This design comes from an exercise in tuning for small area on the open sky130 flow, not from production work. Only simulation tests tie the RTL to the original design; equivalence was not proved. In runs 3 to 5 the design's own scripts or RTL, not TritonCTS, make the clock network. The clock input has no modelled driver; a real chip could not lean on it and would need a root buffer or a full tree. Power figures rest on the tool's default switching activity, not on a simulated workload.

$ cat flow/abc1.abc
strash
&get -n
&st
&dch
&nf -R 1000
&put
strash
&get -n
&st
&dch
&nf -R 1000
&put
$ cat flow/abc4.abc
strash
&get -n
&st
&dch -f
&nf -R 1000
&put
$ cat design.v
module spi_master #(
  parameter SLAVES  = 4,    
  parameter D_WIDTH = 16    
) (
  input  wire               clock,     
  input  wire               reset_n,   
  input  wire               enable,    
  input  wire               cpol,      
  input  wire               cpha,      
  input  wire               cont,      
  input  wire [7:0]         clk_div,   
  input  wire [7:0]         addr,      
  input  wire [D_WIDTH-1:0] tx_data,   
  input  wire               miso,      
  output reg                sclk,      
  output wire [SLAVES-1:0]  ss_n,      
  output reg                mosi,      
  output wire               mosi_oe,   
  output reg                busy,      
  output reg  [D_WIDTH-1:0] rx_data    
);
  reg                state;         
  reg                sel;           
  reg         [1:0]  slave;         
  reg         [7:0]  ratio;         
  reg         [7:0]  count;         
  reg         [5:0]  k;             
  reg                ph;            
  reg                continue_f;    
  reg  [D_WIDTH-1:0] rx_buffer;     
  reg  [D_WIDTH-1:0] tx_buffer;     
  reg                tx_done;       
  assign ss_n = sel ? ~(4'b0001 << slave) : 4'b1111;
  assign mosi_oe = sel & ~(ph & (k == 6'd1) & ~continue_f & ~tx_done);
  wire toggle = ~sel | ~|count[7:1];
  wire ad     = ~(ph ^ k[0]);                  
  wire is33   = k[5] & k[0];
  wire tx     = ad & ~k[5];
  wire rx     = ~ad & sel & ~is33;
  wire reload = cont & ~ad & (ph ? k[5] : &k[4:1]);
  wire fin    = is33 & ~cont;
  always @(posedge clock or negedge reset_n) begin
    if (!reset_n) begin
      busy    <= 1'b1;
      rx_data <= {D_WIDTH{1'b0}};
      state   <= 1'b0;
      sel     <= 1'b0;
    end else if (!state) begin
      busy    <= enable;
      state   <= enable;
      sel     <= 1'b0;
    end else begin
      sel <= 1'b1;
      busy <= 1'b1;
      if (toggle) begin
        if (continue_f)
          busy <= 1'b0;
        if (continue_f | fin)
          rx_data <= rx_buffer;
        if (fin) begin
          busy    <= 1'b0;
              state   <= 1'b0;
          sel     <= 1'b0;
        end
      end
    end
  end
  always @(posedge clock) begin
    count <= toggle ? ratio : count - 8'd1;
    if (!state) begin
      slave      <= (addr[7:2] == 6'd0) ? addr[1:0] : 2'd0;
      ratio      <= clk_div;
      ph         <= cpha;
      tx_buffer  <= tx_data;
      tx_done    <= 1'b0;
      k          <= 6'd0;
      continue_f <= 1'b0;
      if (enable & reset_n)
        sclk <= cpol;
    end else if (toggle) begin
      continue_f <= reload;
      if (reload)
        k <= {5'd0, ph};
      else if (is33)
        k <= 6'd0;
      else
        k <= k + 6'd1;
      if (sel & ~is33)
        sclk <= ~sclk;
      if (rx)
        rx_buffer <= {rx_buffer[D_WIDTH-2:0], miso};
      if (tx)
        mosi <= tx_buffer[~k[4:1]] & ~tx_done;
      if (is33)
        tx_done <= 1'b1;
      if (reload) begin
        tx_buffer <= tx_data;
        tx_done   <= 1'b0;
      end
    end
  end
endmodule
$ cat config.mk
export PLATFORM = sky130hd
export DESIGN_NAME = spi_master
export DESIGN_NICKNAME = spi_master
export VERILOG_FILES = /design/flow/design.v
export SDC_FILE = /design/flow/constraint.sdc
export NUM_CORES = 4
export LEC_CHECK = 0
export CAP_MARGIN = 20
export CORE_MARGIN = 2
export CORE_UTILIZATION = 60
export SLEW_MARGIN = 20
$ cat flow/abc3.abc
strash
&get -n
&st
&syn3
&dch
&nf -R 1000
&put
strash
&get -n
&st
&syn3
&dch
&nf -R 1000
&put
$ cat standard.sh
#!/bin/bash
# synth_recipe.tcl (not shown) runs the flow's synth.tcl, then flattens the netlist and writes it again
# the make line also repeats each setting of config.mk as NAME=value (left out here)
make -C /OpenROAD-flow-scripts/flow DESIGN_CONFIG=/design/flow/config.mk WORK_HOME=/design/flow/orfs CLKGATE_MAP_FILE= SYNTH_SCRIPT=/design/flow/synth_recipe.tcl "${@:-finish}"
$ cat flow/abc5.abc
strash
&get -n
&st
&syn3
&dch
&nf -R 1000
&put
$ cat constraint.sdc
create_clock -name core_clock -period 10.0 [get_ports {clock}]
set_input_delay 2.0000 -clock core_clock [delete_from_list [all_inputs] [get_ports {clock}]]
set_output_delay 2.0000 -clock core_clock [all_outputs]
set_load 0.01 [all_outputs]
$ cat flow/abc6.abc
strash
&get -n
&st
&dc2
&syn3
&dch
&nf -R 1000
&put
$ cat flow/dont_use.tcl
# Keep the resizer's buffering to small buffers (step hook).
set_dont_use {sky130_fd_sc_hd__buf_4 sky130_fd_sc_hd__buf_6 sky130_fd_sc_hd__buf_8 sky130_fd_sc_hd__buf_12 sky130_fd_sc_hd__buf_16 sky130_fd_sc_hd__bufbuf_* sky130_fd_sc_hd__dlygate4sd* sky130_fd_sc_hd__dlymetal6s* sky130_fd_sc_hd__clkdlybuf4s* sky130_fd_sc_hd__clkbuf_8 sky130_fd_sc_hd__clkbuf_16}
$ cat flow/run.sh
#!/bin/bash
# Standard ORFS layout with three changes: ABC maps the logic with several
# area-oriented scripts and keeps the smallest result (flow/synth_area.tcl),
# port buffers are buf_1 cells, and the clock tree is built from clkbuf_4
# cells without dummy loads. The resizer may only add small buffers
# (flow/dont_use.tcl, run before each step that can buffer), and after CTS
# a leaf clock buffer whose flip-flops would see a clock slew over 110 ps is
# upsized (flow/clock_fix.tcl). Each ORFS step logs to orfs/logs/.
set -euo pipefail
here=$(pwd)
export AREA_ABC_SCRIPTS="$(ls $here/flow/abc*.abc | tr '\n' ' ')"
export FLOW_SYNTH_TCL=$here/synth_recipe.tcl
export BUFFER_PORTS_ARGS="-buffer_cell sky130_fd_sc_hd__buf_1"
for step in GLOBAL_PLACE RESIZE CTS REPAIR_TIMING_POST_PLACE GLOBAL_ROUTE DETAIL_PLACE; do
  export PRE_${step}_TCL=$here/flow/dont_use.tcl
done
export POST_CTS_TCL=$here/flow/clock_fix.tcl
export CLOCK_SLEW_TARGET_PS=110
export CTS_ARGS="-sink_clustering_enable -repair_clock_nets -dont_use_dummy_load -buf_list sky130_fd_sc_hd__clkbuf_4"
sed "s#SYNTH_SCRIPT=[^ ]*#SYNTH_SCRIPT=$here/flow/synth_area.tcl#" standard.sh > standard_area.sh
grep -q "SYNTH_SCRIPT=$here/flow/synth_area.tcl" standard_area.sh
bash standard_area.sh > standard.log 2>&1
$ cat flow/abc2.abc
strash
&get -n
&st
&b
&dch
&nf -R 1000
&put
$ cat flow/clock_fix.tcl
# Post-CTS hook: a clock buffer whose flip-flop clock pins would see a slew
# over the target gets the next larger clock buffer, then placement is
# legalized again.
proc my_clock_sink_slew { buf } {
  set worst 0
  set out [get_pins -of_objects $buf -filter "direction==output"]
  foreach pin [get_pins -of_objects [get_nets -of_objects $out] -filter "direction==input"] {
    if { [get_property $pin name] ne "CLK" } { continue }
    foreach a {min max} {
      foreach e {rise fall} {
        set s [get_property $pin slew_${a}_$e]
        if { $s > $worst } { set worst $s }
      }
    }
  }
  return $worst
}
set my_next_clkbuf {
  sky130_fd_sc_hd__clkbuf_2 sky130_fd_sc_hd__clkbuf_4
  sky130_fd_sc_hd__clkbuf_4 sky130_fd_sc_hd__clkbuf_8
  sky130_fd_sc_hd__clkbuf_8 sky130_fd_sc_hd__clkbuf_16
}
set my_slew_target [expr { $::env(CLOCK_SLEW_TARGET_PS) * 1e-12 }]
for { set pass 0 } { $pass < 3 } { incr pass } {
  estimate_parasitics -placement
  set changed 0
  foreach buf [get_cells clkbuf_*] {
    set slew [sta::time_ui_sta [my_clock_sink_slew $buf]]
    set cell [get_property $buf ref_name]
    if { $slew > $my_slew_target && [dict exists $my_next_clkbuf $cell] } {
      set bigger [dict get $my_next_clkbuf $cell]
      puts "clock_fix: [get_full_name $buf] $cell -> $bigger (sink slew [format %.1f [expr { $slew * 1e12 }]] ps)"
      replace_cell $buf $bigger
      incr changed
    }
  }
  if { $changed == 0 } { break }
  detailed_placement
}
estimate_parasitics -placement
set worst 0
foreach buf [get_cells clkbuf_*] {
  set worst [expr { max($worst, [sta::time_ui_sta [my_clock_sink_slew $buf]]) }]
}
puts "clock_fix: worst clock sink slew [format %.1f [expr { $worst * 1e12 }]] ps"
$ cat flow/synth_area.tcl
# The standard synthesis (synth_recipe.tcl), except that ABC maps the logic
# with each of the area-oriented scripts in AREA_ABC_SCRIPTS instead of
# ORFS's speed script, and the smallest result is kept. Only the
# combinational mapping changes; the registers are mapped before ABC runs.
proc abc {args} {
  set i [lsearch -exact $args -script]
  set lib_args {}
  foreach lib $::env(LIB_FILES) { lappend lib_args -liberty $lib }
  yosys design -save my_pre_abc
  set best_area 1e30
  set best_script ""
  foreach script $::env(AREA_ABC_SCRIPTS) {
    yosys design -load my_pre_abc
    yosys abc {*}[lreplace $args [expr { $i + 1 }] [expr { $i + 1 }] $script]
    set out [yosys tee -q -s result.string stat {*}$lib_args]
    if { ![regexp {Chip area for module[^:]*:\s*([0-9.]+)} $out -> area] } {
      error "no area for ABC script $script"
    }
    puts "ABC script $script: area $area"
    if { $area < $best_area } {
      set best_area $area
      set best_script $script
    }
  }
  puts "ABC script kept: $best_script (area $best_area)"
  yosys design -load my_pre_abc
  yosys abc {*}[lreplace $args [expr { $i + 1 }] [expr { $i + 1 }] $best_script]
}
source $::env(FLOW_SYNTH_TCL)
==> summary.md, run 1 <==
| Metric | Value |
|---|---|
| Clk latency of the worst-skew pair | about 410 ps |
| CP bufs+invs | 2 |
| Post-Syn Area | ~0.003 mm² |
| Sequential power share | 70.1% |
| Die ar. | 0.00556 mm² |
| Peak VDD IR | ~110 µV |
| Clk sinks | 80 |
| Initial Util | around 63% |
| Initial DRC count | between 100 and 150 |
| Synth warn | 1 |
| Grt total ovfl | 0 |
| NumNets Final | ~320 |
| Cells along the critical path | clkinv_1 -> ha_1 -> nor4b_1 -> a21boi_0 -> buf_1 |
| Most common cell in the netlist | edfxtp_1 |
| Main combinational cell family by area after synthesis | simple AND/OR/NAND/NOR gates |
| Cell area after layout | around 0.0034 mm² |
| Critical path required time | 8000 ps |
| Worst path max stage delay | roughly 600 ps |
| Core Region | about 0.0048 mm² |
| Post-synth top area cell | edfxtp_1 |
| Vias in the first global route | 1681 |
| First-pass GRT wire length | 7530 µm |
| Switching power share of the total | 19.0% |
| Area grow syn2layout | 13.8% |
| NetSw | 0.0942 mW |
| Power density over cell area | 146 mW/mm² |
| Layout cells sized above 1 | 4.74% |
| Slew @ Worst Pin | 975 ps |
| Via total after detailed routing | approximately 1800 |
| Largest net degree at the start of global routing | 18 |
| Final Hold Fails | 0 |
| Sum Neg Setup Slack | 0 ps |
| Top cells by count, synth | edfxtp_1 (45), dfrtp_1 (18), nor2_1 (18), dfxtp_1 (16), mux2_1 (16) |
| Synth Area in XOR/XNOR | 2.64% |
| Syn avg cell area | 15.0 µm² |
| Asr flop ratio synth | 23.8% |
| Initial antenna violation count | 0 |
| Maxcap violations | 0 |
| Tcrit/Tclk final | 38.9% |
| Slew Limit Fails | 0 |
| Syn Nets | 241 |
| P_leak | 1.28 nW |
| I/O pins | 63 |
| Port Buffers | 62 |
| CTS tree | done |
| Run status | timing/DRC/antenna clean |
| Slew Limit Headroom | 35.0% |
| Die Width | 74.5 µm |
| Ant. Diodes | 0 |
| Total power | 0.495 mW |
| Synth Instances | 199 |
| RSZ-0062 raised after global routing | false |
| DRC | 0 |
| Clock share of power | 28.4% |
| EDFF count, synth | 45 |
| Adder-cell share of the synthesized area | around 1.3% |
| Crit path DAT | 1890 ps |
| Seq/Total Area, Yosys | 72.0% |
| Pint | 0.401 mW |
| # setup viols final | 0 |
| Slowest CP cell | dfxtp_1 |
| Post-synthesis mux area share | under 10% |
| Max Clock Freq | 0.257 GHz |
| Logic pwr share | 1.5% |
| Type of origin of the critical path | flop |
| Simple-gate share of the synthesized area | 9.35% |
| Final HPWL DP | 3390 µm |
| Delay-heaviest family, CP | flip-flops |
| CP endpoint kind | primary output |
| Tmin final | just under 4000 ps |
| Yosys reg bits | 80 |
| FILL cells | 360 |
| Routability cong. | 0.789 |
| Ys flop type | edfxtp_1 |
| Largest cells by area after synthesis | edfxtp_1 (45%), dfrtp_1 (15%), dfxtp_1 (11%) |
| Row count | 25 |
| Antenna viol nets, final | 0 |
| Die span in y | 74.5 µm |
| WL final | approximately 4800 µm |
| Count of cell types in the netlist | 34 |
| Placed instance area | 0.00332 mm² |
| Vias per cell | 5.34 |
| Top-area cell type share of the netlist area | 45.3% |
| Worst Path Max Fanout | 10 |
| Worst hold path class | flop to flop |
| CP Class | flop to primary output |
| Clk_skew | between 20 and 30 ps |
| Pre-antenna DRT Iters | 4 |
| Clock transition at the registers of the reported paths | 100 ps |
| Compound-cell area share of the yosys netlist | 5.32% |
| WL/cell | 14.0 µm |
| Gr usage total | 18.8% |
==> final cells by class <==
type / instances / area [µm²] / area share (%)
well taps: 67 / 83.8 / 2.47
multi-input cells: 115 / 822 / 24.2
repair buffers: 66 / 248 / 7.29
flip-flops and latches: 80 / 2150 / 63.2
inverters: 4 / 15.0 / 0.442
clock buffers: 9 / 80.1 / 2.36
==> kinds of logic (layout without fill, tap and decap cells) <==
logic type	count (synthesis)	after routing
fa+ha+maj	3	3
simple gates	56	56
flops	80	80
xor+xnor	9	9
compound gates	26	26
buf+inv	4	79
mux	21	21
==> through the flow <==
| step | cells | setup slack (ps) | hold slack, ps | utilization [%] |
|---|---|---|---|---|
| 5_1_grt | 341 | 5870 | 440 | 71.4 |
| 2_1_floorplan | 199 | 6190 | 418 | - |
| 3_5_place_dp | 332 | 6380 | 429 | 69.8 |
| 3_3_place_gp | 332 | 6380 | 424 | 69.8 |
| 6_report | 341 | 6110 | 432 | 71.4 |
==> cell usage in the layout, fill, tap and decap left out, drive strengths merged, types with 3 or more instances in the layout <==
cell type and count:
nor2 18, nand2 13, clkinv 4, clkbuf 9
dfrtp 18, dfxtp 16, ha 3, mux2 16
nand4 3, xnor2 3, edfxtp 45, o21ai 3
and2 3, nor3 5, or4 3, nand3 3
buf 66, mux4 3, a21oi 12, xor2 6
==> sequential cells by signal, indices dropped and copies added, names as in the netlist <==
| register | count |
|---|---|
| rx_buffer | 16 |
| rx_data | 16 |
| tx_buffer | 16 |
| count | 8 |
| ratio | 8 |
| k | 6 |
| slave | 2 |
| busy | 1 |
| continue_f | 1 |
| mosi | 1 |
| ph | 1 |
| sclk | 1 |
| sel | 1 |
| state | 1 |
| tx_done | 1 |
==> final timing paths <==
kind / cells after the start / from / slack, ps / to
hold / removal: 0 / rx_buffer[14]$_DFFE_PP_ / 430 / rx_buffer[15]$_DFFE_PP_
min in group asynchronous: 1 / reset_n / 1500 / rx_data[0]$_DFFE_PN0P_
max in group asynchronous: 2 / reset_n / 7500 / rx_data[8]$_DFFE_PN0P_
setup / recovery: 5 / k[1]$_SDFFE_PN0P_ / 6110 / mosi_oe
setup reg to reg: 5 / count[4]$_DFF_P_ / 6870 / tx_buffer[15]$_DFFE_PP_
hold reg to reg: 0 / rx_buffer[14]$_DFFE_PP_ / 430 / rx_buffer[15]$_DFFE_PP_
==> worst register-to-register path, cell delays in order (launching register included) <==
cell and delay, ps:
dfxtp_1 360, or4_1 570, or4_1 470, and2_0 460, o21ai_1 240, buf_1 640
==> routing by layer <==
layer	up-vias	share of wire, %	track usage, %
met2	63	47	29.4
met3	4	5.7	8.13
li1	896	-	-
met4	0	0.75	5.36
met1	858	46	24.2
met5	-	0	0
==> power by group through the flow <==
| stage | Clock [mW] | Sequential, mW | Combinational (mW) |
|---|---|---|---|
| 6_report | 0.140 | 0.347 | 0.00763 |
| 5_1_grt | 0.159 | 0.347 | 0.00886 |
| 3_5_place_dp | 0 | 0.354 | 0.00787 |
| 3_3_place_gp | 0 | 0.354 | 0.00753 |
| 2_1_floorplan | 0 | 0.354 | 0.000581 |
==> run 2, diff against run 1 <==
--- a/design.v
+++ b/design.v
@@ -37,5 +37,5 @@
   wire is33   = k[5] & k[0];
   wire tx     = ad & ~k[5];
-  wire rx     = ~ad & sel & ~is33;
+  wire rx     = ~ad;
   wire reload = cont & ~ad & (ph ? k[5] : &k[4:1]);
   wire fin    = is33 & ~cont;
@@ -92,5 +92,5 @@
       if (tx)
         mosi <= tx_buffer[~k[4:1]] & ~tx_done;
-      if (is33)
+      if (k[5])
         tx_done <= 1'b1;
       if (reload) begin
==> summary.md, run 2 <==
| Metric | Value |
|---|---|
| Seq/Total Area, Yosys | 72.2% (was 72.0%) |
| Largest net degree at the start of global routing | 18 (unchanged) |
| Die Width | 74.4 µm (was 74.5 µm) |
| Type of origin of the critical path | flop (unchanged) |
| Most common cell after layout, fill and taps aside | buf_1 (unchanged) |
| RSZ-0062 raised after global routing | false (unchanged) |
| Vias per cell | 5.26 (was 5.34) |
| Synth Instances | 202 (was 199) |
| Grt total ovfl | 0 (unchanged) |
| Final Hold Fails | 0 (unchanged) |
| Row count | 25 (unchanged) |
| Area of the multi-input gates | 808 µm² (was 822 µm²) |
| Slew Limit Fails | 0 (unchanged) |
| CP endpoint kind | primary output (unchanged) |
| Compound-cell area share of the yosys netlist | 5.72% (was 5.32%) |
| Largest cells by area after synthesis | edfxtp_1 (45%), dfrtp_1 (15%), dfxtp_1 (11%) (unchanged) |
| Final HPWL DP | 3270 µm (was 3390 µm) |
| Worst path max stage delay | 570 ps (was 600 ps) |
| CTS tree | done (unchanged) |
| Peak VDD IR | 132 µV (was 106 µV) |
| Max Clock Freq | 0.272 GHz (was 0.257 GHz) |
| Initial antenna violation count | 0 (unchanged) |
| FILL cells | 345 (was 360) |
| Ys flop type | edfxtp_1 (unchanged) |
| Top-area cell type share of the netlist area | 45.4% (was 45.3%) |
| Clk latency of the worst-skew pair | 410 ps (about the same) |
| Ant. Diodes | 0 (unchanged) |
| WL final | 4620 µm (was 4780 µm) |
| Clock transition at the registers of the reported paths | 100 ps (about the same) |
| Adder-cell share of the synthesized area | 1.26% (about the same) |
| Via total after detailed routing | 1809 (was 1821) |
| Post-synth top area cell | edfxtp_1 (unchanged) |
| Delay-heaviest family, CP | flip-flops (unchanged) |
| Worst hold path class | flop to flop (unchanged) |
| Slowest CP cell | dfxtp_1 (unchanged) |
| Flip-flop and latch area | 0.00215 mm² (unchanged) |
| Simple-gate share of the synthesized area | 8.45% (was 9.35%) |
| Critical path required time | 8000 ps (about the same) |
| Slew @ Worst Pin | 1030 ps (was 975 ps) |
| Vias in the first global route | 1693 (was 1681) |
| Placed instance area | 0.00331 mm² (was 0.00332 mm²) |
| Syn avg cell area | 14.7 µm² (was 15.0 µm²) |
| Die ar. | 0.00554 mm² (was 0.00556 mm²) |
| Antenna viol nets, final | 0 (unchanged) |
| Syn Nets | 244 (was 241) |
| # setup viols final | 0 (unchanged) |
| First-pass GRT wire length | 7350 µm (was 7530 µm) |
| Gr usage total | 18.4% (was 18.8%) |
| Worst Path Max Fanout | 8 (was 10) |
| Asr flop ratio synth | 23.8% (unchanged) |
| Port Buffers | 62 (unchanged) |
| Commonest cells after routing, fill and taps aside | buf_1 (66), edfxtp_1 (45), nand2_1 (20), dfrtp_1 (18) (was buf_1 (66), edfxtp_1 (45), nor2_1 (18), dfrtp_1 (18)) |
| EDFF count, synth | 45 (unchanged) |
| Run status | timing/DRC/antenna clean (unchanged) |
| Sum Neg Setup Slack | 0 ps (unchanged) |
| Slew Limit Headroom | 31.0% (was 35.0%) |
| Top cells by count, synth | edfxtp_1 (45), nand2_1 (20), dfrtp_1 (18), dfxtp_1 (16), mux2_1 (16) (was edfxtp_1 (45), dfrtp_1 (18), nor2_1 (18), dfxtp_1 (16), mux2_1 (16)) |
| NumNets Final | 321 (was 318) |
| WL/cell | 13.4 µm (was 14.0 µm) |
| Setup WS pre-CTS | 6360 ps (was 6380 ps) |
| Initial DRC count | 74 (was 113) |
| Post-Syn Area | 0.00298 mm² (was 0.00299 mm²) |
| Layout cells sized above 1 | 5.05% (was 4.74%) |
| Area grow syn2layout | 14.0% (was 13.8%) |
| Tmin final | 3680 ps (was 3890 ps) |
| Die span in y | 74.4 µm (was 74.5 µm) |
| Count of cell types in the netlist | 31 (was 34) |
| I/O pins | 63 (unchanged) |
| DRC | 0 (unchanged) |
| Most common cell in the netlist | edfxtp_1 (unchanged) |
| Clk sinks | 80 (unchanged) |
| Main combinational cell family by area after synthesis | multiplexers (was simple AND/OR/NAND/NOR gates) |
| CP Class | flop to primary output (unchanged) |
| Power density over cell area | 217 mW/mm² (was 146 mW/mm²) |
| P_leak | 1.21 nW (was 1.28 nW) |
| Routability cong. | 0.777 (was 0.789) |
| Cells along the critical path | clkinv_1 -> ha_1 -> nand3_1 -> o21a_1 -> buf_1 (was clkinv_1 -> ha_1 -> nor4b_1 -> a21boi_0 -> buf_1) |
| Yosys reg bits | 80 (unchanged) |
| Biggest regs | rx_buffer (16), rx_data (16), tx_buffer (16) (unchanged) |
| Cell area after layout | 0.00339 mm² (was 0.00340 mm²) |
| Maxcap violations | 0 (unchanged) |
| Initial Util | 62.6% (was 62.8%) |
| Synth Area in XOR/XNOR | 2.65% (was 2.64%) |
| CP bufs+invs | 2 (unchanged) |
| Synth warn | 1 (unchanged) |
| Tcrit/Tclk final | 36.8% (was 38.9%) |
| Core Region | 0.00475 mm² (unchanged) |
| Crit path DAT | 1680 ps (was 1890 ps) |
| Pre-antenna DRT Iters | 4 (unchanged) |
| Post-synthesis mux area share | 9.08% (was 8.97%) |
| Final worst setup slack | 6320 ps (was 6110 ps) |
| Clk_skew | 28.7 ps (was 28.0 ps) |
run 2: cell types whose count changed in the layout (fill, tap and decap cells not counted), sizes merged, moves of 3 or more:
cell and change:
a21oi -3, nand2 +7, nand3 +3, nor2 -5
o21ai +11
run 2: layout make-up:
type	instances	share of cell area [%]
sequential	80	63.3
clock buffer	9	2.54
timing repair buffer	66	7.30
inverter	5	0.553
tap	67	2.47
multi-input combinational	117	23.8
run 2: path summary, 6_finish.rpt:
path | start | to | slack (ps) | depth (start not counted)
setup reg to reg | count[4]$_DFF_P_ | rx_data[7]$_DFFE_PN0P_ | 7200 | 7
setup / recovery | k[1]$_SDFFE_PN0P_ | mosi_oe | 6320 | 5
hold reg to reg | ratio[3]$_DFFE_PN_ | count[3]$_DFF_P_ | 430 | 2
min in group asynchronous | reset_n | rx_data[12]$_DFFE_PN0P_ | 1500 | 1
max in group asynchronous | reset_n | rx_data[6]$_DFFE_PN0P_ | 7530 | 2
hold / removal | ratio[3]$_DFFE_PN_ | count[3]$_DFF_P_ | 430 | 2
run 2: where the power goes:
| part | leakage, nW | internal [mW] | switching [mW] | total [mW] |
|---|---|---|---|---|
| clock network | 0.0492 | 0.0545 | 0.0883 | 0.143 |
| registers | 0.787 | 0.402 | 0.0523 | 0.454 |
| logic | 0.371 | 0.0731 | 0.0667 | 0.140 |
run 2: routing by layer:
metal	vias to the layer above	global-route usage, %	share of wire, %
li1	895	-	-
met1	851	22.6	45
met2	49	29.0	48
met3	14	7.59	5.3
met4	0	7.54	1.9
met5	-	0	0
run 2: kinds of logic (layout without fill, tap and decap cells):
kind of cell | count (synthesis) | in the layout
and+or+nand+nor | 55 | 55
buffers and inverters | 5 | 80
adders and majority gates | 3 | 3
DFF | 80 | 80
xor gates and xnor gates | 9 | 9
AOI/OAI and AO/OA | 30 | 30
muxes | 20 | 20
run 2: metrics by stage:
step | instances | power [mW] | utilization, % | hold WS, ps
floorplan | 202 | 0.554 | - | 418
global placement | 335 | 0.597 | 69.6 | 427
detailed placement | 335 | 0.602 | 69.6 | 433
global route | 344 | 0.785 | 71.4 | 449
finish | 344 | 0.736 | 71.4 | 432
run 2: worst register-to-register path: stages (launching register included):
cell	delay (ps)
dfxtp_1	360
nor4_1	350
nand2_1	90
o21ai_1	400
nand2_1	180
nor2_1	120
buf_1	770
mux2_1	390
==> run 3, diff against run 2 <==
==> flow/run.sh (replaced) <==
#!/bin/bash
# Standard ORFS layout (standard.sh) with these changes:
#  - ABC maps the logic with several area-oriented scripts and keeps the
#    smallest result (flow/synth_area.tcl); the registers are unchanged.
#  - port buffers are buf_1 cells.
#  - the resizer may only add small buffers (flow/dont_use.tcl, run before
#    each step that can buffer).
#  - the clock tree is built by hand (flow/clock_tree.tcl, in place of
#    TritonCTS): the clock port drives 4 clkbuf_8 cells, each feeding a
#    quarter of the flip-flops; after CTS a clock buffer whose flip-flops
#    would see a clock slew over 120 ps is upsized (flow/clock_fix.tcl).
# Each ORFS step logs to orfs/logs/; make's output goes to standard.log.
set -euo pipefail
here=$(pwd)
export AREA_ABC_SCRIPTS="$(ls $here/flow/abc*.abc | tr '\n' ' ')"
export FLOW_SYNTH_TCL=$here/synth_recipe.tcl
export BUFFER_PORTS_ARGS="-buffer_cell sky130_fd_sc_hd__buf_1"
for step in GLOBAL_PLACE RESIZE REPAIR_TIMING_POST_PLACE GLOBAL_ROUTE DETAIL_PLACE; do
  export PRE_${step}_TCL=$here/flow/dont_use.tcl
done
export PRE_CTS_TCL=$here/flow/clock_tree.tcl
export CLOCK_PORT_NET=clock
export CLOCK_TREE_LEAVES=4
export CLOCK_LEAF_CELL=sky130_fd_sc_hd__clkbuf_8
export CLOCK_ROOT_CELL=sky130_fd_sc_hd__clkbuf_4
export POST_CTS_TCL=$here/flow/clock_fix.tcl
export CLOCK_SLEW_TARGET_PS=120
sed "s#SYNTH_SCRIPT=[^ ]*#SYNTH_SCRIPT=$here/flow/synth_area.tcl#" standard.sh > standard_area.sh
grep -q "SYNTH_SCRIPT=$here/flow/synth_area.tcl" standard_area.sh
bash standard_area.sh > standard.log 2>&1
==> flow/clock_tree.tcl (new file) <==
source [file join [file dirname [info script]] dont_use.tcl]

proc my_bisect { sinks n axis } {
  if { $n <= 1 || [llength $sinks] <= 1 } { return [list $sinks] }
  set idx [expr { $axis == 0 ? 1 : 2 }]
  set sorted [lsort -real -index $idx $sinks]
  set half [expr { [llength $sorted] / 2 }]
  set na [expr { $n / 2 }]
  set a [lrange $sorted 0 [expr { $half - 1 }]]
  set b [lrange $sorted $half end]
  return [concat [my_bisect $a $na [expr { 1 - $axis }]] \
            [my_bisect $b [expr { $n - $na }] [expr { 1 - $axis }]]]
}

proc my_manual_clock_tree { } {
  set block [ord::get_db_block]
  set db [ord::get_db]
  set clk [$block findNet $::env(CLOCK_PORT_NET)]
  set leaf_master [$db findMaster $::env(CLOCK_LEAF_CELL)]
  set root_master [$db findMaster $::env(CLOCK_ROOT_CELL)]
  set nleaves $::env(CLOCK_TREE_LEAVES)
  set sinks {}
  foreach it [$clk getITerms] {
    set inst [$it getInst]
    set box [$inst getBBox]
    set x [expr { ([$box xMin] + [$box xMax]) / 2 }]
    set y [expr { ([$box yMin] + [$box yMax]) / 2 }]
    lappend sinks [list $it $x $y]
  }
  set die [$block getDieArea]
  set axis [expr { ([$die dx] >= [$die dy]) ? 0 : 1 }]
  set groups [my_bisect $sinks $nleaves $axis]
  if { $nleaves > 4 } {
    set root [odb::dbInst_create $block $root_master clkbuf_root]
    set root_net [odb::dbNet_create $block clknet_root]
    $root_net setSigType CLOCK
    [$root findITerm A] connect $clk
    [$root findITerm X] connect $root_net
    set drive_net $root_net
  } else {
    set drive_net $clk
  }
  set lx 0; set ly 0; set c 0
  foreach g $groups {
    set sx 0; set sy 0
    foreach s $g { set sx [expr { $sx + [lindex $s 1] }]; set sy [expr { $sy + [lindex $s 2] }] }
    set cx [expr { $sx / [llength $g] }]
    set cy [expr { $sy / [llength $g] }]
    set leaf [odb::dbInst_create $block $leaf_master clkbuf_leaf_$c]
    set net [odb::dbNet_create $block clknet_leaf_$c]
    $net setSigType CLOCK
    foreach s $g {
      set it [lindex $s 0]
      $it disconnect
      $it connect $net
    }
    [$leaf findITerm A] connect $drive_net
    [$leaf findITerm X] connect $net
    $leaf setLocation [expr { int($cx) }] [expr { int($cy) }]
    $leaf setPlacementStatus PLACED
    set lx [expr { $lx + $cx }]; set ly [expr { $ly + $cy }]
    puts "clock_tree: leaf $c drives [llength $g] sinks"
    incr c
  }
  if { $nleaves > 4 } {
    $root setLocation [expr { int($lx / $c) }] [expr { int($ly / $c) }]
    $root setPlacementStatus PLACED
  }
}

# ORFS's cts.tcl calls clock_tree_synthesis next; build the tree here instead.
proc clock_tree_synthesis { args } {
  puts "clock_tree_synthesis replaced by the manual clock tree (flow/clock_tree.tcl)"
  my_manual_clock_tree
  # as clock_tree_synthesis does, time the clock through the new buffers
  set_propagated_clock [all_clocks]
}
==> summary.md, run 3 <==
| Metric | Value |
|---|---|
| DRC | 0 (unchanged) |
| Commonest cells after routing, fill and taps aside | buf_1 (66), edfxtp_1 (45), nand2_1 (20), dfrtp_1 (18) (unchanged) |
| Type of origin of the critical path | primary input (was flop) |
| Die ar. | 0.00554 mm² (unchanged) |
| Slew Limit Fails | 0 (unchanged) |
| Top cells by count, synth | edfxtp_1 (45), nand2_1 (20), dfrtp_1 (18), dfxtp_1 (16), mux2_1 (16) (unchanged) |
| Met3 Wirelength | 154 µm (was 243 µm) |
| Launch point of the worst hold path | rx_buffer[8]$_DFFE_PP_ (was ratio[3]$_DFFE_PN_) |
| Core Region | 0.00475 mm² (unchanged) |
| Layout cells sized above 1 | 3.31% (was 5.05%) |
| Ys flop type | edfxtp_1 (unchanged) |
| Clk_skew | 8.03 ps (was 28.7 ps) |
| Initial antenna violation count | 0 (unchanged) |
| Slew Limit Headroom | 31.3% (was 31.0%) |
| Synth warn | 1 (unchanged) |
| Area of the multi-input gates | 808 µm² (unchanged) |
| NumNets Final | 316 (was 321) |
| WL final | 4550 µm (was 4620 µm) |
| Sum Neg Setup Slack | 0 ps (unchanged) |
| Slew @ Worst Pin | 1030 ps (about the same) |
| Maxcap violations | 0 (unchanged) |
| Total power | 0.704 mW (was 0.736 mW) |
| Tmin final | 3460 ps (was 3680 ps) |
| Post-Syn Area | 0.00298 mm² (unchanged) |
| Max layer used | met4 (unchanged) |
| Area grow syn2layout | 13.0% (was 14.0%) |
| Grt total ovfl | 0 (unchanged) |
| Worst Path Max Fanout | 17 (was 8) |
| First-pass GRT wire length | 7170 µm (was 7350 µm) |
| Post-synth top area cell | edfxtp_1 (unchanged) |
| Power density over cell area | 209 mW/mm² (was 217 mW/mm²) |
| FILL cells | 350 (was 345) |
| Run status | timing/DRC/antenna clean (unchanged) |
| Crit path DAT | 3520 ps (was 1680 ps) |
| WL/cell | 13.4 µm (about the same) |
| Via total after detailed routing | 1764 (was 1809) |
| R2R Setup Slk | 7230 ps (was 7200 ps) |
| Synth Instances | 202 (unchanged) |
| Port Buffers | 62 (unchanged) |
| Launch point of the worst path | cont (was k[1]$_SDFFE_PN0P_) |
| Count of cell types in the netlist | 31 (unchanged) |
| Initial Util | 62.6% (unchanged) |
| Clk latency of the worst-skew pair | 170 ps (was 410 ps) |
| R2r worst-path depth | 7 (unchanged) |
| Top-area cell type share of the netlist area | 45.4% (unchanged) |
| Routability cong. | 0.777 (unchanged) |
| Tcrit/Tclk final | 34.6% (was 36.8%) |
| Most common cell in the netlist | edfxtp_1 (unchanged) |
| Final HPWL DP | 3270 µm (unchanged) |
| Ant. Diodes | 0 (unchanged) |
| P_leak | 1.19 nW (was 1.21 nW) |
| CP Class | primary input to flop (was flop to primary output) |
| WL met1 | 2100 µm (was 2090 µm) |
| I/O pins | 63 (unchanged) |
| Worst hold path class | flop to flop (unchanged) |
| Seq/Total Area, Yosys | 72.2% (unchanged) |
| Syn avg cell area | 14.7 µm² (unchanged) |
| CP endpoint kind | flop (was primary output) |
| Flip-flop and latch area | 0.00215 mm² (unchanged) |
| Most common cell after layout, fill and taps aside | buf_1 (unchanged) |
| Largest cells by area after synthesis | edfxtp_1 (45%), dfrtp_1 (15%), dfxtp_1 (11%) (unchanged) |
| # setup viols final | 0 (unchanged) |
| Peak VDD IR | 129 µV (was 132 µV) |
| Pre-antenna DRT Iters | 4 (unchanged) |
| Row count | 25 (unchanged) |
| RR Startpoint | count[4]$_DFF_P_ (unchanged) |
| Max Clock Freq | 0.289 GHz (was 0.272 GHz) |
| CP Capture Point | rx_data[7]$_DFFE_PN0P_ (was mosi_oe) |
| Asr flop ratio synth | 23.8% (unchanged) |
| Gr usage total | 16.3% (was 18.4%) |
| Initial DRC count | 86 (was 74) |
| Vias in the first global route | 1633 (was 1693) |
| Biggest regs | rx_buffer (16), rx_data (16), tx_buffer (16) (unchanged) |
| Syn Nets | 244 (unchanged) |
| FF-to-FF End | rx_data[7]$_DFFE_PN0P_ (unchanged) |
| Critical path required time | 10050 ps (was 8000 ps) |
| EDFF count, synth | 45 (unchanged) |
| Die Width | 74.4 µm (unchanged) |
| Antenna viol nets, final | 0 (unchanged) |
| Vias per cell | 5.20 (was 5.26) |
| Largest net degree at the start of global routing | 21 (was 18) |
| RSZ-0062 raised after global routing | false (unchanged) |
| Die span in y | 74.4 µm (unchanged) |
| Clock transition at the registers of the reported paths | 110 ps (was 100 ps) |
| Final Hold Fails | 0 (unchanged) |
| Yosys reg bits | 80 (unchanged) |
| Metal2 WL | 2190 µm (was 2200 µm) |
run 3: stage by stage:
| step | setup WS, ps | cell area (µm²) | util (%) | hold slack, ps | std cells |
|---|---|---|---|---|---|
| after floorplan | 6200 | 2980 | - | 418 | 202 |
| after global placement | 6420 | 3310 | 69.6 | 427 | 335 |
| after detailed placement | 6360 | 3310 | 69.6 | 433 | 335 |
| after global routing | 6350 | 3360 | 70.7 | 471 | 339 |
| final | 6540 | 3360 | 70.7 | 455 | 339 |
run 3: worst min-delay path by stage:
stage | endpoint | depth (start not counted) | slack [ps]
floorplan | count[0]$_DFF_P_ | 2 | 420
global placement | count[0]$_DFF_P_ | 2 | 430
detailed placement | rx_buffer[4]$_DFFE_PP_ | 0 | 430
global route | rx_buffer[10]$_DFFE_PP_ | 0 | 470
finish | rx_buffer[9]$_DFFE_PP_ | 0 | 450
run 3: power by group:
group | switching, mW | total [mW] | internal [mW]
Clock | 0.0735 | 0.111 | 0.0374
Combinational | 0.0665 | 0.140 | 0.0730
Sequential | 0.0518 | 0.453 | 0.401
run 3: cells by family after synthesis:
group / after synthesis / synth area share, %
buffers and inverters: 5 / 0.631
AND/OR/NAND/NOR: 55 / 8.45
AO/OA/AOI/OAI: 30 / 5.72
XOR/XNOR: 9 / 2.65
flip-flops: 80 / 72.2
adder cells (fa/ha/maj): 3 / 1.26
multiplexers: 20 / 9.08
run 3: area by class of cell:
class                      instances  share of cell area, %
multi-input combinational        117                   24.0
timing repair buffer              66                   7.37
inverter                           5                  0.558
buffer                             4                   1.64
sequential                        80                   63.9
tap                               67                   2.49
run 3: worst max-delay path: stages:
cell and delay [ps]:
buf_1 90, nor2_1 140, nor2_1 50, nor2_1 70, buf_1 770, mux2_1 390
run 3: routing by layer:
metal,GRT usage (%),up-vias
met2,27.7,35
met5,0,-
met1,23.3,835
met4,3.37,0
met3,1.36,10
li1,-,884
==> run 4, diff against run 3 <==
--- a/config.mk
+++ b/config.mk
@@ -6,6 +6,7 @@
 export NUM_CORES = 4
 export LEC_CHECK = 0
-export CAP_MARGIN = 20
+export CAP_MARGIN = 0
 export CORE_MARGIN = 2
 export CORE_UTILIZATION = 60
-export SLEW_MARGIN = 20
+export GPL_TIMING_DRIVEN = 0
+export SLEW_MARGIN = 0
==> summary.md, run 4 <==
| Metric | Value |
|---|---|
| Run status | timing/DRC/antenna clean (unchanged) |
| Antenna viol nets, final | 0 (unchanged) |
| Simple-gate share of the synthesized area | 8.45% (unchanged) |
| Area grow syn2layout | 12.9% (was 13.0%) |
| Pint | 0.512 mW (about the same) |
| Post-Syn Area | 0.00298 mm² (unchanged) |
| Syn avg cell area | 14.7 µm² (unchanged) |
| Slew Limit Fails | 0 (unchanged) |
| Power density over cell area | 209 mW/mm² (about the same) |
| Ant. Diodes | 0 (unchanged) |
| Crit path DAT | 1410 ps (was 3520 ps) |
| CP Class | flop to primary output (was primary input to flop) |
| Tmin final | 3410 ps (was 3460 ps) |
| Maxcap violations | 0 (unchanged) |
| RR Startpoint | count[4]$_DFF_P_ (unchanged) |
| CP endpoint kind | primary output (was flop) |
| Non-Filler Instances | 337 (was 339) |
| Logic pwr share | 19.7% (was 19.8%) |
| Switching power share of the total | 27.2% (was 27.3%) |
| Largest net degree at the start of global routing | 21 (unchanged) |
| Post-synth top area cell | edfxtp_1 (unchanged) |
| # setup viols final | 0 (unchanged) |
| Biggest regs | rx_buffer (16), rx_data (16), tx_buffer (16) (unchanged) |
| Vias per cell | 5.28 (was 5.20) |
| Initial DRC count | 51 (was 86) |
| Critical path required time | 8000 ps (was 10050 ps) |
| First-pass GRT wire length | 7090 µm (was 7170 µm) |
| Most common cell after layout, fill and taps aside | buf_1 (unchanged) |
| Type of origin of the critical path | flop (was primary input) |
| Via total after detailed routing | 1780 (was 1764) |
| Ys flop type | edfxtp_1 (unchanged) |
| R2R Setup Slk | 7260 ps (was 7230 ps) |
| Post-Place Cells | 333 (was 335) |
| Worst Path Max Fanout | 8 (was 17) |
| Launch point of the worst hold path | ratio[1]$_DFFE_PN_ (was rx_buffer[8]$_DFFE_PP_) |
| Seq/Total Area, Yosys | 72.2% (unchanged) |
| Slew Limit Headroom | 28.1% (was 31.3%) |
| Final worst setup slack | 6590 ps (was 6540 ps) |
| Tcrit/Tclk final | 34.1% (was 34.6%) |
| Final HPWL DP | 3210 µm (was 3270 µm) |
| Row count | 25 (unchanged) |
| Initial antenna violation count | 0 (unchanged) |
| Most common cell in the netlist | edfxtp_1 (unchanged) |
| Clk_skew | 8.55 ps (was 8.03 ps) |
| WL/cell | 13.0 µm (was 13.4 µm) |
| Max Clock Freq | 0.294 GHz (was 0.289 GHz) |
| Sum Neg Setup Slack | 0 ps (unchanged) |
| Grt total ovfl | 0 (unchanged) |
| Syn Nets | 244 (unchanged) |
| Count of cell types in the netlist | 31 (unchanged) |
| Gr usage total | 16.0% (was 16.3%) |
| Vias in the first global route | 1634 (was 1633) |
| Routability cong. | 0.778 (was 0.777) |
| Core Region | 0.00475 mm² (unchanged) |
| DRC | 0 (unchanged) |
| Die span in y | 74.4 µm (unchanged) |
| Commonest cells after routing, fill and taps aside | buf_1 (62), edfxtp_1 (45), nand2_1 (20), dfrtp_1 (18) (was buf_1 (66), edfxtp_1 (45), nand2_1 (20), dfrtp_1 (18)) |
| Compound-cell area share of the yosys netlist | 5.72% (unchanged) |
| Adder-cell share of the synthesized area | 1.26% (unchanged) |
| RSZ-0062 raised after global routing | false (unchanged) |
| Top-area cell type share of the netlist area | 45.4% (unchanged) |
| R2r worst-path depth | 6 (was 7) |
| Clock transition at the registers of the reported paths | 110 ps (about the same) |
| Sequential power share | 64.4% (about the same) |
| Initial Util | 62.6% (unchanged) |
| Hold Path Cell Cnt | 2 (was 0) |
| Synth Area in XOR/XNOR | 2.65% (unchanged) |
| Largest cells by area after synthesis | edfxtp_1 (45%), dfrtp_1 (15%), dfxtp_1 (11%) (unchanged) |
| Hold Path Sink | count[1]$_DFF_P_ (was rx_buffer[9]$_DFFE_PP_) |
| Slew @ Worst Pin | 1080 ps (was 1030 ps) |
| Asr flop ratio synth | 23.8% (unchanged) |
| Clk latency of the worst-skew pair | 170 ps (about the same) |
| WL final | 4380 µm (was 4550 µm) |
| Peak VDD IR | 123 µV (was 129 µV) |
| Post-synthesis mux area share | 9.08% (unchanged) |
| I/O pins | 63 (unchanged) |
| Die ar. | 0.00554 mm² (unchanged) |
| Setup WS pre-CTS | 6410 ps (was 6360 ps) |
| Final Hold Fails | 0 (unchanged) |
| Clock share of power | 15.9% (was 15.8%) |
| Synth Instances | 202 (unchanged) |
| Layout cells sized above 1 | 4.44% (was 3.31%) |
| NumNets Final | 314 (was 316) |
| Synth warn | 1 (unchanged) |
| FF-to-FF End | tx_buffer[11]$_DFFE_PP_ (was rx_data[7]$_DFFE_PN0P_) |
| EDFF count, synth | 45 (unchanged) |
| Port Buffers | 62 (unchanged) |
| P_leak | 1.19 nW (about the same) |
| Yosys reg bits | 80 (unchanged) |
| NetSw | 0.191 mW (was 0.192 mW) |
| Worst hold path class | flop to flop (unchanged) |
| Main combinational cell family by area after synthesis | multiplexers (unchanged) |
| Pre-antenna DRT Iters | 4 (unchanged) |
| Die Width | 74.4 µm (unchanged) |
| Top cells by count, synth | edfxtp_1 (45), nand2_1 (20), dfrtp_1 (18), dfxtp_1 (16), mux2_1 (16) (unchanged) |
[run 4: area by class of cell]
cell class	count	area, µm²
Inverter	5	18.8
Sequential cell	80	2150
Timing Repair Buffer	64	243
Fill cell	362	1400
Multi-Input combinational cell	117	811
Tap cell	67	83.8
Buffer	4	55.1
[run 4: worst max path at each step]
stage                     cells past startpoint                     end  slack, ps               from
final                                         5                 mosi_oe       6590  k[1]$_SDFFE_PN0P_
after global placement                        5  tx_buffer[6]$_DFFE_PP_       5180   count[4]$_DFF_P_
after floorplan                               2  tx_buffer[0]$_DFFE_PP_       6200               cont
after global routing                          5                 mosi_oe       6440  k[1]$_SDFFE_PN0P_
after detailed placement                      4  tx_buffer[6]$_DFFE_PP_       6410               cont
[run 4: kinds of logic (layout without fill, tap and decap cells)]
kind of cell             count (synthesis)  count (layout)
XOR/XNOR                                 9               9
AND/OR/NAND/NOR                         55              55
flip-flops                              80              80
buffers and inverters                    5              73
adder cells (fa/ha/maj)                  3               3
multiplexers                            20              20
AO/OA/AOI/OAI                           30              30
[run 4: layer usage]
| layer | up-vias | wire length (µm) | global-route usage (%) |
|---|---|---|---|
| met5 | - | 0 | 0 |
| li1 | 883 | - | - |
| met2 | 37 | 2150 | 28.5 |
| met1 | 852 | 1980 | 21.7 |
| met4 | 0 | 74 | 3.17 |
| met3 | 8 | 172 | 1.36 |
[run 4: power groups by stage]
stage / logic [mW] / registers [mW] / clock network, mW
6_report: 0.138 / 0.453 / 0.111
3_3_place_gp: 0.137 / 0.459 / 0
5_1_grt: 0.158 / 0.462 / 0.124
2_1_floorplan: 0.0948 / 0.459 / 0
3_5_place_dp: 0.140 / 0.461 / 0
[run 4: worst max-delay path, cell delays in order (launching register included)]
cell      delay (ps)
dfxtp_1          560
clkinv_1         150
ha_1             200
nand3_1           70
o21a_1           100
buf_1            160
[run 4: metrics by stage]
step           util (%)  hold slack [ps]  power (mW)  area [µm²]
6_report           70.7              455       0.702        3360
3_3_place_gp       69.2              429       0.597        3290
3_5_place_dp       69.5              433       0.601        3300
5_1_grt            70.7              468       0.745        3360
2_1_floorplan         -              418       0.554        2980
==> run 5, diff against run 4 <==
--- a/design.v
+++ b/design.v
@@ -18,5 +18,5 @@
   output wire               mosi_oe,   
   output reg                busy,      
-  output reg  [D_WIDTH-1:0] rx_data    
+  output wire [D_WIDTH-1:0] rx_data    
 );
   reg                state;         
@@ -28,7 +28,10 @@
   reg                ph;            
   reg                continue_f;    
-  reg  [D_WIDTH-1:0] rx_buffer;     
+  reg  [D_WIDTH-1:0] rx_buffer_n;   
+  reg  [D_WIDTH-1:0] rx_word_n;     
+  reg                rx_none;       
   reg  [D_WIDTH-1:0] tx_buffer;     
   reg                tx_done;       
+  assign rx_data = ~rx_word_n & {D_WIDTH{~rx_none}};
   assign ss_n = sel ? ~(4'b0001 << slave) : 4'b1111;
   assign mosi_oe = sel & ~(ph & (k == 6'd1) & ~continue_f & ~tx_done);
@@ -43,5 +46,5 @@
     if (!reset_n) begin
       busy    <= 1'b1;
-      rx_data <= {D_WIDTH{1'b0}};
+      rx_none <= 1'b1;
       state   <= 1'b0;
       sel     <= 1'b0;
@@ -57,5 +60,5 @@
           busy <= 1'b0;
         if (continue_f | fin)
-          rx_data <= rx_buffer;
+          rx_none <= 1'b0;
         if (fin) begin
           busy    <= 1'b0;
@@ -80,4 +83,6 @@
     end else if (toggle) begin
       continue_f <= reload;
+      if (continue_f | fin)
+        rx_word_n <= rx_buffer_n;
       if (reload)
         k <= {5'd0, ph};
@@ -89,5 +94,5 @@
         sclk <= ~sclk;
       if (rx)
-        rx_buffer <= {rx_buffer[D_WIDTH-2:0], miso};
+        rx_buffer_n <= {rx_buffer_n[D_WIDTH-2:0], ~miso};
       if (tx)
         mosi <= tx_buffer[~k[4:1]] & ~tx_done;
==> summary.md, run 5 <==
| Metric | Value |
|---|---|
| Ys flop type | edfxtp_1 (unchanged) |
| Layout cells sized above 1 | 4.43% (was 4.44%) |
| Worst path max stage delay | 570 ps (was 560 ps) |
| Peak VDD IR | 135 µV (was 123 µV) |
| Vias per cell | 5.15 (was 5.28) |
| I/O pins | 63 (unchanged) |
| RSZ-0062 raised after global routing | false (unchanged) |
| P_leak | 1.07 nW (was 1.19 nW) |
| Initial DRC count | 83 (was 51) |
| Utilization after layout | 70.4% (was 70.7%) |
| Run status | timing/DRC/antenna clean (unchanged) |
| Row count | 25 (unchanged) |
| Count of cell types in the netlist | 28 (was 31) |
| Final HPWL DP | 3170 µm (was 3210 µm) |
| # setup viols final | 0 (unchanged) |
| Asr flop ratio synth | 4.94% (was 23.8%) |
| Largest net degree at the start of global routing | 22 (was 21) |
| Delay-heaviest family, CP | flip-flops (unchanged) |
| Cell count along the critical path | 5 (unchanged) |
| Slowest CP cell | dfxtp_1 (unchanged) |
| Type of origin of the critical path | flop (unchanged) |
| NumNets Final | 315 (was 314) |
| Area grow syn2layout | 12.7% (was 12.9%) |
| Final Hold Fails | 0 (unchanged) |
| Max Clock Freq | 0.291 GHz (was 0.294 GHz) |
| Via total after detailed routing | 1741 (was 1780) |
| Cell area after layout | 0.00335 mm² (was 0.00336 mm²) |
| Initial antenna violation count | 0 (unchanged) |
| Clock transition at the registers of the reported paths | 110 ps (about the same) |
| Post-Place Cells | 334 (was 333) |
| Yosys reg bits | 81 (was 80) |
| Clk_skew | 8.66 ps (was 8.55 ps) |
| Antenna viol nets, final | 0 (unchanged) |
| First-pass GRT wire length | 7260 µm (was 7090 µm) |
| Crit path DAT | 1430 ps (was 1410 ps) |
| Syn Nets | 247 (was 244) |
| Critical path required time | 8000 ps (about the same) |
| Gr usage total | 16.7% (was 16.0%) |
| Slew @ Worst Pin | 891 ps (was 1080 ps) |
| Pre-antenna DRT Iters | 4 (unchanged) |
| Top cells by count, synth | edfxtp_1 (61), nor2_1 (28), nand2_1 (24), dfxtp_1 (16), o21ai_0 (14) (was edfxtp_1 (45), nand2_1 (20), dfrtp_1 (18), dfxtp_1 (16), mux2_1 (16)) |
| CP Class | flop to primary output (unchanged) |
| Tcrit/Tclk final | 34.3% (was 34.1%) |
| Most common cell in the netlist | edfxtp_1 (unchanged) |
| Core Region | 0.00475 mm² (unchanged) |
| Slew Limit Fails | 0 (unchanged) |
| Hold Path Cell Cnt | 0 (was 2) |
| Worst Path Max Fanout | 8 (unchanged) |
| Syn avg cell area | 14.5 µm² (was 14.7 µm²) |
| Maxcap violations | 0 (unchanged) |
| Top-area cell type share of the netlist area | 61.7% (was 45.4%) |
| Die ar. | 0.00553 mm² (was 0.00554 mm²) |
| DRC | 0 (unchanged) |
| Slew Limit Headroom | 40.6% (was 28.1%) |
| Area of the multi-input gates | 698 µm² (was 811 µm²) |
| Port Buffers | 62 (unchanged) |
| Seq/Total Area, Yosys | 75.9% (was 72.2%) |
| Power density over cell area | 194 mW/mm² (was 209 mW/mm²) |
| Total power | 0.650 mW (was 0.702 mW) |
| EDFF count, synth | 61 (was 45) |
| Largest cells by area after synthesis | edfxtp_1 (62%), dfxtp_1 (11%), nor2_1 (3.5%) (was edfxtp_1 (45%), dfrtp_1 (15%), dfxtp_1 (11%)) |
| Worst hold path class | flop to flop (unchanged) |
| Tmin final | 3430 ps (was 3410 ps) |
| Vias in the first global route | 1614 (was 1634) |
| Placed instance area | 0.00329 mm² (was 0.00330 mm²) |
| Die span in y | 74.3 µm (was 74.4 µm) |
| Routability cong. | 0.800 (was 0.778) |
| Sum Neg Setup Slack | 0 ps (unchanged) |
| R2r worst-path depth | 5 (was 6) |
| CP bufs+invs | 2 (unchanged) |
| Flip-flop and latch area | 0.00225 mm² (was 0.00215 mm²) |
| Synth Instances | 205 (was 202) |
| Clk latency of the worst-skew pair | 170 ps (about the same) |
| Biggest regs | rx_buffer_n (16), rx_word_n (16), tx_buffer (16) (was rx_buffer (16), rx_data (16), tx_buffer (16)) |
| Ant. Diodes | 0 (unchanged) |
| Initial Util | 62.4% (was 62.6%) |
| Synth warn | 1 (unchanged) |
| FILL cells | 354 (was 362) |
| Most common cell after layout, fill and taps aside | buf_1 (unchanged) |
| Cells along the critical path | clkinv_1 -> ha_1 -> nand2_1 -> o41a_1 -> buf_1 (was clkinv_1 -> ha_1 -> nand3_1 -> o21a_1 -> buf_1) |
| WL/cell | 13.2 µm (was 13.0 µm) |
| Die Width | 74.3 µm (was 74.4 µm) |
| WL final | 4450 µm (was 4380 µm) |
| Commonest cells after routing, fill and taps aside | buf_1 (62), edfxtp_1 (61), nor2_1 (27), nand2_1 (24), dfxtp_1 (16) (was buf_1 (62), edfxtp_1 (45), nand2_1 (20), dfrtp_1 (18)) |
| Post-synth top area cell | edfxtp_1 (unchanged) |
| Post-Syn Area | 0.00297 mm² (was 0.00298 mm²) |
| Non-Filler Instances | 338 (was 337) |
| CP endpoint kind | primary output (unchanged) |
| Grt total ovfl | 0 (unchanged) |
run 5: changes by cell type after synthesis, moves of 2 or more:
| cell | before | now |
|---|---|---|
| dfrtp_1 | 18 | 2 |
| edfxtp_1 | 45 | 61 |
| mux2_1 | 16 | 1 |
| nand2_1 | 20 | 24 |
| nand3_1 | 6 | 4 |
| nor2_1 | 13 | 28 |
run 5: per-stage QoR:
step	hold WS, ps	setup WS [ps]
floorplan	400	6570
global placement	402	6150
detailed placement	408	6060
global route	443	6390
finish	435	6570
run 5: kinds of logic after synthesis:
family                     share of synthesized area (%)
adders and majority gates                           1.26
buffers and inverters                              0.758
muxes                                               3.41
DFF                                                 75.9
and+or+nand+nor                                     10.7
AOI/OAI and AO/OA                                   5.31
xor gates and xnor gates                            2.65
run 5: routing by layer:
layer / track usage [%] / vias to the layer above / wire length (µm)
met3: 2.17 / 3 / 213
met1: 23.5 / 827 / 1990
met2: 29.6 / 37 / 2200
met4: 1.39 / 0 / 42
li1: - / 874 / -
met5: 0 / - / 0
run 5: path summary, 6_finish.rpt:
kind	from	to	slack (ps)
max reg2reg	count[4]$_DFF_P_	tx_buffer[0]$_DFFE_PP_	7320
min in group asynchronous	reset_n	sel$_DFF_PN0_	1650
max in group asynchronous	reset_n	busy$_DFF_PN1_	8100
min	rx_buffer_n[15]$_DFFE_PP_	rx_word_n[15]$_DFFE_PP_	430
min reg2reg	rx_buffer_n[15]$_DFFE_PP_	rx_word_n[15]$_DFFE_PP_	430
max	k[1]$_SDFFE_PN0P_	mosi_oe	6570
run 5: layout make-up:
type                            instances  share of cell area, %
Buffer                                  4                   1.64
Inverter                                6                  0.673
Multi-Input combinational cell        118                   20.9
Sequential cell                        81                   67.4
Tap cell                               67                   2.50
Timing Repair Buffer                   62                   6.95
run 5: power by group:
| part | total (mW) | internal (mW) | leakage [nW] | switching, mW |
|---|---|---|---|---|
| clock network | 0.111 | 0.0374 | 0.0288 | 0.0740 |
| registers | 0.439 | 0.396 | 0.724 | 0.0432 |
| logic | 0.0995 | 0.0551 | 0.317 | 0.0444 |
| total | 0.650 | 0.488 | 1.07 | 0.162 |

-- port drivers added, routing unchanged --
How much do the figures lean on ideal ports? The routed layouts below were timed once more, with nothing changed but the port constraints. Step 1: set_driving_cell puts a clkbuf_16 on clock and a buf_2 on each other input, an assumption about the parent block. Step 2 adds t to the input delays and takes it off the output delays; t is the mean of the earliest and latest rising clock arrival at the registers after step 1. Input paths then give back, and output paths get back, about the clock's delay inside the block. a / b / c = ideal ports / drivers / drivers and shift; a / b = the first two.
run | t (ns) | setup slack, ns | latest minus earliest clock arrival (ns) | worst data-port slew with drivers (ns) | pins driven straight from the clock port
run 1 | 0.421 | 6.111 / 6.088 / 6.366 | 0.029 / 0.030 | 0.04 | 1
run 2 | 0.421 | 6.323 / 6.298 / 6.323 | 0.029 / 0.029 | 0.04 | 1
run 3 | 0.221 | 6.538 / 6.482 / 6.343 | 0.009 / 0.009 | 0.04 | 4
run 4 | 0.216 | 6.594 / 6.541 / 6.404 | 0.009 / 0.009 | 0.05 | 4
run 5 | 0.218 | 6.569 / 6.512 / 6.574 | 0.009 / 0.009 | 0.04 | 4
After both steps every run listed still meets setup and hold. The setup slack of run 3, which loses most, moves by -0.056 ns with the drivers and by -0.195 ns with both steps.
